Background: an optimization exercise with open tools, aiming at small area. Do not read the settings as production practice. The RTL was checked by simulation tests, not by an equivalence proof against the original design. Power and IR drop assume default switching activity.

--- design.v ---
`timescale 1ns / 1ps
module top(input clk, rst, reset, start_stop, mode, edit_shift, inc, output reg buzzer, output [0:6] seg,output [3:0] digit,output [4:0] mode_value);
reg [1:0] edit_place;
reg [5:0] seconds,minutes;
reg [4:0] hours;
reg [5:0] seconds_temp,minutes_temp;
reg [4:0] hours_temp;
reg [5:0] al_minutes;
reg [4:0] al_hours;
reg [4:0] day_temp;
reg [3:0] month_temp;
parameter clock = 0;
parameter edit =1;
parameter timer =2; 
parameter stop_watch=3;
parameter alarm=4;
parameter tm_stop=0;
parameter tm_start=1;
parameter sw_stop=0;
parameter sw_start=1;
parameter alarm_off=0;
parameter alarm_on=1;
reg tm_state, tm_nstate;
reg sw_state, sw_nstate;
reg alarm_state, alarm_nstate;
reg [2:0] state;
reg adv, chg;
reg trigger;
wire [2:0] state_nx = (state==alarm) ? clock : state + 3'd1;
wire [2:0] nstate = adv ? state_nx : state;
wire [2:0] state_pv = (state==clock) ? alarm : state - 3'd1;
wire [2:0] mstate = chg ? state_pv : state;
assign mode_value = {mstate==clock, mstate==edit, mstate==timer, mstate==stop_watch, mstate==alarm};
reg sclk;
reg [6:0] count;
reg [5:0] scount;
wire [5:0] sc_inc = scount + {5'd0, ~scount[5]};
wire lt30 = scount < 6'd30;
wire eq30 = scount == 6'd30;
wire eq31 = scount == 6'd31;
reg [4:0] a_count;
wire [4:0] ac_inc = a_count + {4'd0, ~&a_count};
wire [5:0] lo, hi;
digits digits_1(clk,reset,rst,state[1],seconds,minutes,hours,lo,hi);
seven_seg seven_seg_1(clk,reset,rst,state,start_stop,inc,tm_state,sw_state,alarm_state,~lt30,edit_place,count,lo,hi,seg,digit);
 always @(posedge clk) begin
     if(rst) begin
         count<=0;
         sclk<=1'b0;
     end
     else if(count==99) begin
         count<=0;
         sclk<=~sclk;
     end 
     else count<=count+7'd1;
 end
 always @(posedge clk) begin
	if(rst) begin
		seconds_temp<=0;
		minutes_temp<=0;
		hours_temp<=0;
		buzzer<=0;
		a_count<=0;
	end
	else begin
	if(state==edit) begin
		if(edit_place==0 || edit_place==1) begin
			if (reset==1 && eq31) begin
				hours_temp<=hours;
				minutes_temp<=minutes;
				seconds_temp<=seconds;
			end
			else if (inc==1 && eq31) begin
				hours_temp<=hours;
				minutes_temp<=minutes;
			end
		end
	end
	if(sclk==1'b1 && count==0) begin  
		seconds_temp<=seconds_temp + 1; 
		if(seconds_temp==59) begin 
			seconds_temp<=0;  
			minutes_temp<=minutes_temp + 1;
			if(minutes_temp==59) begin 
				minutes_temp<=0; 
				hours_temp<=hours_temp + 1; 
			   if(hours_temp==23) begin  
					hours_temp<=0; 
				end 
			end
		end     
	end
	if(hours_temp==al_hours && minutes_temp==al_minutes && alarm_state==alarm_on) begin
		if(seconds_temp==0)
			buzzer<=1;
		else if(start_stop && buzzer==1) begin
			a_count<=ac_inc;
			if(a_count==30)
				buzzer<=0;
		end
		else
			a_count<=0;
	end
	else begin
		a_count<=0;
		buzzer<=0;
	end
	end
 end
always@(posedge clk) begin
	if(rst) begin
		day_temp<=1;
		month_temp<=1;
	end
	else begin
	if(state==edit) begin
		if(edit_place==2 || edit_place==3) begin
			if (reset==1 && eq31) begin
				day_temp<=hours;
				month_temp<=minutes;
			end
			else if (inc==1 && eq31) begin
				day_temp<=hours;
				month_temp<=minutes;
			end
		end
	end
	if(seconds_temp==59 && minutes_temp==59 && hours_temp==23 && sclk==1 && count==99) begin
		day_temp<=day_temp + 1;
		if(month_temp==2 && day_temp==28) begin
			day_temp<=1;
			month_temp<=month_temp + 1;
		end
		else if(day_temp== (30+((month_temp & 1)^(month_temp>7)))) begin 
			day_temp<=1;
			month_temp<=month_temp + 1;
			if(month_temp==12) 
				month_temp<=1;
		end
	end
	end
end
always @(posedge(clk)) begin
	if(rst) begin
		state<=clock;
		adv<=1'b0;
		chg<=1'b0;
		trigger<=0;
		scount<=0;
		seconds<=0;
		minutes<=0;
		hours<=0;
		edit_place<=0;
		tm_state<=tm_stop;
		tm_nstate<=tm_stop;
		sw_state<=sw_stop;
		sw_nstate<=sw_stop;
		alarm_state<=alarm_off;
		alarm_nstate<=alarm_off;
		al_minutes<=0;
		al_hours<=0;
	end
	else begin
	chg<=1'b0;
	case(state)
	clock: begin
		if(mode) begin
            if(lt30)  
                scount<=sc_inc;
            else begin
                if(eq30) begin  
			adv<=1'b1;
			trigger<=1; 
                    	scount<=sc_inc;
                end
                else begin
                    	scount<=sc_inc;
                end
            end
        end
		else if(alarm_state==alarm_on && start_stop) begin
			if(lt30)
					scount<=sc_inc;
				else begin
					hours<=al_hours;
					minutes<=al_minutes;
				end
		end
		else if(inc) begin 
			if(lt30)
				scount<=sc_inc;
			else begin
				hours<=day_temp;
				minutes<=month_temp;
			end
		end
		else begin
		    scount<=0;
			begin state<=nstate; chg<=adv; adv<=1'b0; end
			hours<=hours_temp;
			minutes<=minutes_temp;
			seconds<=seconds_temp;
			alarm_state<=alarm_nstate;
		end
	end
	edit: begin
		if(trigger) begin
			edit_place<=0;
			trigger<=0;
		end
		if(reset) begin 
			if(lt30)  
				scount<=sc_inc;
			else begin
				if(eq30) begin  
					if(edit_place==0 || edit_place==1) begin
						seconds<=0;
						minutes<=0;
						hours<=0;
					end
					else begin
						hours<=1;
						minutes<=1;
					end
					scount<=sc_inc;
				end
				else begin
					scount<=sc_inc;
				end
			end
		end
		else if(mode) begin
			if(lt30)  
				scount<=sc_inc;
			else begin
				if(eq30) begin  
					adv<=1'b1;
					scount<=sc_inc;
				end
				else begin
					scount<=sc_inc;
					trigger<=1;
				end
			end
		end
		else if(edit_shift) begin
			if(lt30)  
				scount<=sc_inc;
			else begin
				if(eq30) begin  
					scount<=sc_inc;
					if(edit_place<3)
						edit_place<=edit_place + 1;
					else
						edit_place<=0;
				end
				else begin
					scount<=sc_inc;
					edit_place<=edit_place;
				end
			end
		end
		else if(inc) begin
			if(lt30)  
				scount<=sc_inc;
			else begin
				if(eq30) begin  
					if(edit_place==0) begin  
						if(minutes<59)
							minutes<=minutes+1;
						else
							minutes<=0;
					end
					else if(edit_place==1) begin  
						if(hours<23)
							hours<=hours+1;
						else
							hours<=0;
					end 
					else if(edit_place==2) begin  
						if(minutes<12)
							minutes<=minutes + 1;
						else
							minutes<=1;
					end
					else if(edit_place==3) begin  
						if(minutes==2) begin
							if(hours<28)
								hours<=hours + 1;
							else
								hours<=1;
						end
						else begin
							if(hours < (30+((month_temp & 1)^(month_temp>7))))
								hours<=hours + 1;
							else
								hours<=1;
						end
					end
					scount<=sc_inc;
				end
				else begin
					scount<=sc_inc;
				end
			end
		end
		else begin
			if(edit_place==0 || edit_place==1) begin
				if(minutes!=minutes_temp || hours!=hours_temp) begin
					minutes<=minutes_temp;
					hours<=hours_temp;
				end
			end
			else begin
				if(minutes!=month_temp || hours!=day_temp) begin
					minutes<=month_temp;
					hours<=day_temp;
				end
			end
			scount<=0;
			if (adv)
				trigger<=1;
			begin state<=nstate; chg<=adv; adv<=1'b0; end
		end
	  end
	timer: begin
		if(trigger) begin
			edit_place<=0;
			minutes<=0;
			seconds<=0;
			trigger<=0;
		end
		case(tm_state)
			tm_stop: begin
				if(reset == 1'b1) begin 
					if(lt30)  
						scount<=sc_inc;
					else begin
						if(eq30) begin  
							seconds<=0;
							minutes<=0;
							scount<=sc_inc;
						end
						else begin
							seconds<=seconds;
							minutes<=minutes;
							scount<=sc_inc;
						end
					end
				end
				else if(mode) begin
					if(lt30)  
						scount<=sc_inc;
					else begin
						if(eq30) begin   
							adv<=1'b1;
							trigger<=1;
							scount<=sc_inc;
						end
						else begin
							scount<=sc_inc;
						end
					end
				end
				else if(inc) begin
					if(lt30)  
						scount<=sc_inc;
					else begin
						if(eq30) begin  
							if(edit_place==1) begin
								if(minutes<60)
									minutes<=minutes+1;
								else
									minutes<=0;
							end 
							else begin
								if(seconds<59)
									seconds<=seconds+1;
								else
									seconds<=0;
							end
							scount<=sc_inc;
						end
						else begin
							scount<=sc_inc;
							minutes<=minutes;
							seconds<=seconds;
						end
					end
				end
				else if(edit_shift) begin
					if(lt30)  
						scount<=sc_inc;
					else begin
						if(eq30) begin  
							scount<=sc_inc;
							if(edit_place<1)
								edit_place<=edit_place + 1;
							else
								edit_place<=0;
						end
						else begin
							edit_place<=edit_place;
							scount<=sc_inc;
						end
					end
				end
				else if(start_stop) begin
					if(lt30)  
						scount<=sc_inc;
					else begin
						if(eq30) begin  
							tm_nstate<=tm_start;
							scount<=sc_inc;
						end
						else begin
							tm_nstate<=tm_nstate;
							scount<=sc_inc;
						end
					end
				end
				else begin
					scount<=0;
					if (adv)
						trigger<=1;
					begin state<=nstate; chg<=adv; adv<=1'b0; end
					tm_state<=tm_nstate;
				end
			end
			tm_start: begin
				if(start_stop) begin
					if(lt30)  
						scount<=sc_inc;
					else begin
						if(eq30) begin  
							tm_nstate<=tm_stop;
							scount<=sc_inc;
						end
						else begin
							tm_nstate<=tm_nstate;
							scount<=sc_inc;
						end
					end
				end
				else begin
					scount<=0;
					tm_state<=tm_nstate;
					if(sclk==1'b1 && count==0 && tm_nstate==tm_start) begin  
						if(minutes>0) begin
							if(seconds>0) 
								seconds<=seconds-1;
							else begin
								minutes<=minutes-1;
								seconds<=6'd59;
							end
						end
						else begin
							if(seconds==0) begin
							    tm_nstate<=tm_stop;
								seconds<=seconds;
								minutes<=minutes;
							end
							else
								seconds<=seconds-1;
						end		
					end
				end
			end
			default: begin
				tm_state<=tm_stop;
				seconds<=seconds;
				minutes<=minutes;
			end
		endcase
		end
		stop_watch: begin
			if(trigger) begin
				edit_place<=0;
				minutes<=0;
				seconds<=0;
				trigger<=0;
			end
			case(sw_state)
			sw_stop: begin
				if(reset == 1'b1) begin 
					if(lt30)  
						scount<=sc_inc;
					else begin
						if(eq30) begin  
							seconds<=0;
							minutes<=0;
							scount<=sc_inc;
						end
						else begin
							seconds<=seconds;
							minutes<=minutes;
							scount<=sc_inc;
						end
					end
				end
				else if(mode) begin
					if(lt30)  
						scount<=sc_inc;
					else begin
						if(eq30) begin   
							adv<=1'b1;
							scount<=sc_inc;
						end
						else begin
							scount<=sc_inc;
							trigger<=1;
						end
					end
				end
				else if(start_stop) begin
					if(lt30)  
						scount<=sc_inc;
					else begin
						if(eq30) begin  
							sw_nstate<=sw_start;
							scount<=sc_inc;
						end
						else begin
							sw_nstate<=sw_nstate;
							scount<=sc_inc;
						end
					end
				end
				else begin
					scount<=0;
					if (adv)
						trigger<=1;
					begin state<=nstate; chg<=adv; adv<=1'b0; end
					sw_state<=sw_nstate;
				end
			end
			sw_start: begin
				if(start_stop) begin
					if(lt30)  
						scount<=sc_inc;
					else begin
						if(eq30) begin  
							sw_nstate<=sw_stop;
							scount<=sc_inc;
						end
						else begin
							sw_nstate<=sw_nstate;
							scount<=sc_inc;
						end
					end
				end
				else begin
					scount<=0;
					sw_state<=sw_nstate;
					if(sclk==1'b1 && count==0 && sw_nstate==sw_start) begin  
						if(minutes<59) begin
							if(seconds<59) 
								seconds<=seconds+1;
							else begin
								minutes<=minutes+1;
								seconds<=6'd00;
							end
						end
						else begin
							if(seconds==6'd59) begin
							    sw_nstate<=sw_stop;
								seconds<=seconds;
								minutes<=minutes;
							end
							else
								seconds<=seconds+1;
						end		
					end
				end
			end
			default: begin
				sw_state<=sw_stop;
				seconds<=seconds;
				minutes<=minutes;
			end
			endcase
		end
		alarm: begin
			if(trigger) begin
				edit_place<=0;
				minutes<=al_minutes;
				hours  <=al_hours;
				trigger<=0;
			end
			case(alarm_state)
				alarm_off: begin
					if(mode) begin
						if(lt30)  
							scount<=sc_inc;
						else begin
							if(eq30) begin   
								adv<=1'b1;
								scount<=sc_inc;
							end
							else begin
								scount<=sc_inc;
							end
						end
					end
					else if(start_stop) begin
						if(lt30)  
							scount<=sc_inc;
						else begin
							if(eq30) begin  
								alarm_nstate<=alarm_on;
								scount<=sc_inc;
							end
							else begin
								alarm_nstate<=alarm_nstate;
								scount<=sc_inc;
							end
						end
					end
					else if(inc) begin
						if(lt30)  
							scount<=sc_inc;
						else begin
							if(eq30) begin  
								if(edit_place==1) begin
									if(hours<23)
										hours<=hours+1;
									else
										hours<=0;
								end 
								else if(edit_place==0) begin
									if(minutes<59)
										minutes<=minutes+1;
									else
										minutes<=0;
								end
								scount<=sc_inc;
							end
							else begin
								scount<=sc_inc;
							end
						end
					end
					else if(edit_shift) begin
						if(lt30)  
							scount<=sc_inc;
						else begin
							if(eq30) begin  
								scount<=sc_inc;
								if(edit_place<1)
									edit_place<=edit_place + 1;
								else
									edit_place<=0;
							end
							else begin
								edit_place<=edit_place;
								scount<=sc_inc;
							end
						end
					end
					else begin
						scount<=0;
						al_minutes<=minutes;
						al_hours<=hours;
						begin state<=nstate; chg<=adv; adv<=1'b0; end
						alarm_state<=alarm_nstate;
					end
				end
				alarm_on: begin
					if(mode) begin
						if(lt30)  
							scount<=sc_inc;
						else begin
							if(eq30) begin   
								adv<=1'b1;
								scount<=sc_inc;
							end
							else begin
								scount<=sc_inc;
							end
						end
					end
					else if(start_stop) begin
						if(lt30)  
							scount<=sc_inc;
						else begin
							if(eq30) begin  
								alarm_nstate<=alarm_off;
								scount<=sc_inc;
							end
							else begin
								alarm_nstate<=alarm_nstate;
								scount<=sc_inc;
							end
						end
					end
					else begin
						scount<=0;
						begin state<=nstate; chg<=adv; adv<=1'b0; end
						alarm_state<=alarm_nstate;
					end
				end
			endcase
		end
		default: begin
			state<=clock;
			seconds<=seconds;
			minutes<=minutes;
			hours<=hours;
		end
	endcase
end
end
endmodule
`timescale 1ns / 1ps
module digits(
    input clk,
    input reset,
    input rst,
    input sel_sec,
    input [5:0] seconds, minutes,
    input [4:0] hours,
    output reg [5:0] lo,
    output reg [5:0] hi
    );
    always @(posedge clk or posedge reset)
    begin
        if (reset) begin
            lo <= 0;
            hi <= 0;
        end
        else if (rst) begin
            lo <= 0;
            hi <= 0;
        end
        else if (sel_sec) begin
            lo <= seconds;
            hi <= minutes;
        end
        else begin
            lo <= minutes;
            hi <= {1'b0, hours};
        end
    end
endmodule
`timescale 1ns / 1ps
module seven_seg(
    input clk_100MHz,
    input reset,
    input rst,
    input [2:0] state,
    input start_stop,
    input inc,
    input tm_state,
    input sw_state,
    input alarm_state,
    input held,
    input [1:0] edit_place,
    input [6:0] count,
    input [5:0] lo,
    input [5:0] hi,
    output reg [0:6] seg,
    output [3:0] digit
    );
    reg [1:0] digit_select;
    reg [1:0] digit_timer;
    wire sclk = count > 7'd49;
    always @(posedge clk_100MHz or posedge reset) begin
        if(reset) begin
            digit_select <= 0;
            digit_timer <= 0;
        end
        else if(rst) begin
            digit_select <= 0;
            digit_timer <= 0;
        end
        else
            {digit_select, digit_timer} <= {digit_select, digit_timer} + 4'd1;
    end
    assign digit = ~(4'b0001 << digit_select);
    wire [5:0] val = digit_select[1] ? hi : lo;
    wire [3:0] dv = digit_select[0] ? val / 10 : val % 10;
    wire left = digit_select[1];
    wire blink =
        (state==0 && alarm_state && start_stop && held) ||
        (state==0 && inc && held) ||
        (state==1 && edit_place[0]==left) ||
        (state==2 && !tm_state && edit_place=={1'b0,left}) ||
        (state==3 && !sw_state) ||
        (state==4 && !alarm_state && edit_place=={1'b0,left});
    always @* begin
        if (blink && !sclk)
            seg = 7'b111_1111;
        else
            case(dv)
                4'd0 : seg = 7'b000_0001;
                4'd1 : seg = 7'b100_1111;
                4'd2 : seg = 7'b001_0010;
                4'd3 : seg = 7'b000_0110;
                4'd4 : seg = 7'b100_1100;
                4'd5 : seg = 7'b010_0100;
                4'd6 : seg = 7'b010_0000;
                4'd7 : seg = 7'b000_1111;
                4'd8 : seg = 7'b000_0000;
                4'd9 : seg = 7'b000_0100;
                default : seg = 7'b111_1111;
            endcase
    end
endmodule
--- run.sh ---
#!/bin/bash
# synth_recipe.tcl (not shown) runs the flow's synth.tcl, then flattens the netlist and writes it again
# the make line also repeats each setting of config.mk as NAME=value (left out here)
make -C /OpenROAD-flow-scripts/flow DESIGN_CONFIG=/design/flow/config.mk WORK_HOME=/design/flow/orfs CLKGATE_MAP_FILE= SYNTH_SCRIPT=/design/flow/synth_recipe.tcl finish
--- config.mk ---
export PLATFORM = sky130hd
export DESIGN_NAME = top
export DESIGN_NICKNAME = top
export VERILOG_FILES = /design/flow/design.v
export SDC_FILE = /design/flow/constraint.sdc
export NUM_CORES = 4
export LEC_CHECK = 0
export CAP_MARGIN = 20
export CORE_MARGIN = 2
export CORE_UTILIZATION = 40
export SLEW_MARGIN = 20
--- constraint.sdc ---
create_clock -name core_clock -period 10.0 [get_ports {clk}]
set_input_delay 2.0000 -clock core_clock [delete_from_list [all_inputs] [get_ports {clk}]]
set_output_delay 2.0000 -clock core_clock [all_outputs]
set_load 0.01 [all_outputs]
==> notes.md <==
[report_power, final]
| group | internal [W] | leakage, nW | total [W] | switching (W) |
|---|---|---|---|---|
| clock | 0.000195 | 0.147 | 0.000373 | 0.000178 |
| combinational | 0.0000589 | 2.88 | 0.000153 | 0.0000939 |
| sequential | 0.000421 | 0.931 | 0.000434 | 0.0000132 |
| total | 0.000675 | 3.95 | 0.000960 | 0.000285 |
[stage by stage]
| step | utilization (%) | cell area (um^2) | total power [W] | cells | hold slack [ps] |
|---|---|---|---|---|---|
| after floorplan | - | 10400 | 0.000544 | 1482 | 425 |
| after global placement | 41.5 | 10700 | 0.000592 | 1733 | 449 |
| after detailed placement | 41.5 | 10700 | 0.000593 | 1733 | 451 |
| after CTS | 42.7 | 11000 | 0.000967 | 1749 | 462 |
| after global routing | 42.7 | 11000 | 0.000999 | 1749 | 493 |
| final | 42.7 | 11000 | 0.000960 | 1749 | 457 |
[critical path: stages, from the launching register on]
cell and delay (ps):
sky130_fd_sc_hd__dfrtp_1 950, sky130_fd_sc_hd__mux2i_4 570, sky130_fd_sc_hd__ha_1 220, sky130_fd_sc_hd__inv_1 40
sky130_fd_sc_hd__ha_1 260, sky130_fd_sc_hd__nand2b_1 150, sky130_fd_sc_hd__nor2_1 80, sky130_fd_sc_hd__a221oi_2 390
sky130_fd_sc_hd__a22oi_2 160, sky130_fd_sc_hd__and2_1 290, sky130_fd_sc_hd__a21oi_1 300, sky130_fd_sc_hd__inv_1 150
sky130_fd_sc_hd__ha_1 280, sky130_fd_sc_hd__o21ai_0 160, sky130_fd_sc_hd__o311ai_0 140, sky130_fd_sc_hd__o2111ai_1 120
sky130_fd_sc_hd__o21ai_0 140, sky130_fd_sc_hd__a32oi_1 220, sky130_fd_sc_hd__clkdlybuf4s50_1 580
[how the worst max path moves through the flow]
| stage | start | to | slack, ps | cells past startpoint |
|---|---|---|---|---|
| CTS | seven_seg_1.digit_select[1] | seg[4] | 2460 | 18 |
| finish | seven_seg_1.digit_select[1] | seg[4] | 2420 | 18 |
| floorplan | seven_seg_1.digit_select[1] | seg[4] | 4390 | 19 |
| global route | seven_seg_1.digit_select[1] | seg[4] | 1990 | 18 |
| detailed placement | seven_seg_1.digit_select[1] | seg[4] | 2860 | 18 |
| global placement | seven_seg_1.digit_select[1] | seg[4] | 3000 | 18 |
[flip-flops by register name, summed over array words and instances, names as in the netlist, 6 cells and up]
| name | flops |
|---|---|
| minutes | 6 |
| count | 7 |
| seconds_temp | 6 |
| digits_1.lo | 6 |
| minutes_temp | 6 |
| digits_1.hi | 6 |
| al_minutes | 6 |
| scount | 6 |
| seconds | 6 |
[synthesized netlist by cell type, drive strengths merged (11+ instances only)]
| library cell | number | area (um^2) |
|---|---|---|
| mux2i | 51 | 561 |
| dfrtp | 16 | 400 |
| xnor2 | 36 | 315 |
| nand3 | 63 | 315 |
| nor3 | 61 | 337 |
| nor2b | 12 | 75.1 |
| a22oi | 14 | 110 |
| a211oi | 25 | 210 |
| nor2 | 195 | 734 |
| inv | 53 | 201 |
| ha | 44 | 551 |
| o32ai | 11 | 115 |
| and2 | 11 | 68.8 |
| o22ai | 14 | 87.6 |
| dfxtp | 88 | 1760 |
| nor4 | 15 | 93.8 |
| nand2 | 142 | 533 |
| a221oi | 16 | 146 |
| o21ai | 102 | 514 |
| nand4 | 16 | 100 |
| buf | 17 | 90.1 |
| a21oi | 120 | 608 |
| o31ai | 13 | 97.6 |
| xor2 | 21 | 184 |
| a311oi | 11 | 96.3 |
| clkbuf | 109 | 410 |
| and3 | 17 | 106 |
| a21o | 13 | 105 |
| a31oi | 22 | 138 |
| o211ai | 12 | 90.1 |
[layer usage]
layer  global-route usage [%]  wire, um  vias up
met4                     10.8      1390        0
met1                     35.6     15200     5185
met3                     5.37      3140       91
li1                         -         -     5248
met2                     41.8     16100      510
met5                        0         0        -
[kinds of logic (layout without fill, tap and decap cells)]
family | after synthesis | in the layout | synth area share, %
compound gates | 444 | 444 | 28.8
xor+xnor | 57 | 57 | 4.80
fa+ha+maj | 44 | 44 | 5.30
buf+inv | 182 | 114 | 6.86
flops | 104 | 104 | 20.8
mux | 60 | 60 | 6.40
simple gates | 591 | 591 | 27.0
[final cells by class]
| class | instances | area (um^2) | area share [%] |
|---|---|---|---|
| clock buffers | 11 | 264 | 2.40 |
| inverters | 56 | 213 | 1.93 |
| repair buffers | 42 | 370 | 3.37 |
| flip-flops and latches | 104 | 2160 | 19.7 |
| multi-input cells | 1196 | 7520 | 68.4 |
| well taps | 335 | 419 | 3.81 |
| clock inverters | 5 | 46.3 | 0.421 |
==> qor.log <==
INFO  floorplan      floorplan.io_pins=24
INFO  synth          dominant_synthesized_flop_cell=sky130_fd_sc_hd__dfxtp_1
INFO  synth          mapped_nets=1533
INFO  sta            setup_slack=2420ps
INFO  sta            finalHoldViolCount=0
INFO  clock_tree     cts.repair_timing.setup_buffer_count=0
INFO  placed_design  gp_congestion=0.955
INFO  synth          ys_async_sr_fraction=15.4%
INFO  worst_setup_path worst_r2r_startpoint=state[1]
INFO  synth          synth_sequential_area_ratio=20.8%
INFO  grt            antenna_found_initial=0
INFO  final_layout   nets=1460
INFO  floorplan      core.rowCount=59
INFO  clock_tree     h-tree-depth=3
INFO  sta            finalCritPeriodShare=75.8%
INFO  worst_setup_path timing.setup.critical_path_class=reg -> out
INFO  min_path       min_delay_worst_endpoint=seven_seg_1.digit_timer[0]
INFO  clock_tree     cts.root.buffer_cell=sky130_fd_sc_hd__clkbuf_16
INFO  floorplan      core_area=25800um^2
INFO  clock_tree     quantity_of_hold_fixing_buffers_added_after_cts=0
INFO  sta            slew_headroom=27.5%
INFO  power          vdd_drop_max=0.0945mV
INFO  sta            rsz0062_at_grt=no
INFO  final_layout   drive_above_1_share=6.08%
INFO  detailed_routing num_vias=11000
INFO  floorplan      die_width=165um
INFO  detailed_routing detail-route-antenna-nets=0
INFO  synth          synth-warning-count=3
INFO  grt            grt_max_degree=58
INFO  sta            post-route-min-period=7580ps
INFO  detailed_routing drtIter0Drc=1265
INFO  worst_setup_path reg2reg_setup_slack=5450ps
INFO  power          leakage=3.95nW
INFO  sta            clock-skew-final=17.9ps
INFO  final_layout   layout_commonest_cell=sky130_fd_sc_hd__nor2_1
INFO  min_path       min_path_type=reg -> reg
INFO  sta            final_number_of_max_transition_violations=0
INFO  placed_design  placement.io_buffers=23
INFO  final_layout   mostFrequentLayoutCells=sky130_fd_sc_hd__nor2_1 (194), sky130_fd_sc_hd__nand2_1 (142), sky130_fd_sc_hd__a21oi_1 (118), sky130_fd_sc_hd__o21ai_0 (96), sky130_fd_sc_hd__dfxtp_1 (88)
INFO  clock_tree     tritoncts=built
INFO  final_layout   num_antenna_cells=0
INFO  worst_setup_path crit_path_end_kind=primary output
INFO  synth          synth_cell_type_count=101
INFO  detailed_routing routed_wl=35.9mm
INFO  worst_setup_path max_fo_critical_path=18
INFO  sta            tns=0ps
INFO  sta            worstMarginPinSlew=1090ps
INFO  run_status     status=no timing/DRC/antenna violations
INFO  worst_setup_path worst_reg_to_reg_cells=8
INFO  synth          synth-edff-count=0
INFO  sta            max_clock_freq=0.132GHz
INFO  min_path       timing.hold.worst_path_depth=1
INFO  power          power_density=87.3nW/um^2
INFO  clock_tree     cts_resized=0
INFO  clock_tree     max-clock-path-buffers=2
INFO  synth          synth-seq-cells=104
INFO  clock_tree     clock_sinks=104
INFO  final_layout   synthesis_to_finish_area_growth=5.76%
INFO  grt            grt_pass1_wl=57.4mm
INFO  clock_tree     insertion_delay=370ps
INFO  floorplan      design.die.area=27300um^2
INFO  grt            grt_util_all_layers=26.6%
INFO  clock_tree     cts.clk_slew.worst_paths=80ps
INFO  min_path       hold_path_startpoint=seven_seg_1.digit_timer[0]
INFO  floorplan      chipHeight=165um
INFO  synth          syn_inst=1482
INFO  detailed_routing viasPerCell=6.31
INFO  grt            number_of_global_route_vias_before_repair=10300
INFO  worst_setup_path arrival=5580ps
INFO  clock_tree     cts_inserted_buffers=9
INFO  grt            globalRouteOverflowTotal=0
INFO  placed_design  total_half_perimeter_wirelength_after_legalization_and_detailed_placement=25.6mm
INFO  placed_design  dp_worst_setup_slack=2860ps
INFO  job            drv.max_cap_violation_count=0
INFO  synth          avgSynthCellArea=7.01um^2
INFO  worst_setup_path timing.critical_path.required=8000ps
INFO  worst_setup_path rr_endpoint=scount[3]
INFO  synth          synthesis.area=10400um^2
INFO  final_layout   layout.filler_cells=2701
INFO  floorplan      starting_density=40.4%
INFO  detailed_routing drt-wirelength-per-cell=20.5um
INFO  detailed_routing drt_pre_antenna_iters=6
INFO  detailed_routing post-route-drc-count=0
INFO  sta            timing.final.setup_violations=0
INFO  worst_setup_path cp-start-kind=flip-flop

## port drivers added, routing unchanged
How much do the figures lean on ideal ports? The routed layout below was timed once more, with nothing changed but the port constraints.
Step 1 assumes that a clkbuf_16 drives the clock port and a buf_2 every other input.
Step 2 moves the port delays by t, midway between the first and last clock arrival at a register: inputs arrive t later, outputs are due t later. That takes back most of the time a late clock gives input paths.
Three values: ideal, step 1, step 2; two values: the first two.
shift t [ns]: 0.407
slack for setup (ns): 2.420 / 2.370 / 2.777
worst setup path after step 2: register to output
slew at the worst register clock pin (ns): 0.08 / 0.08
worst data-port slew with drivers (ns): 0.04
After both steps this run still meets setup and hold. The setup slack of this run moves by -0.050 ns with the drivers and by +0.357 ns with both steps.
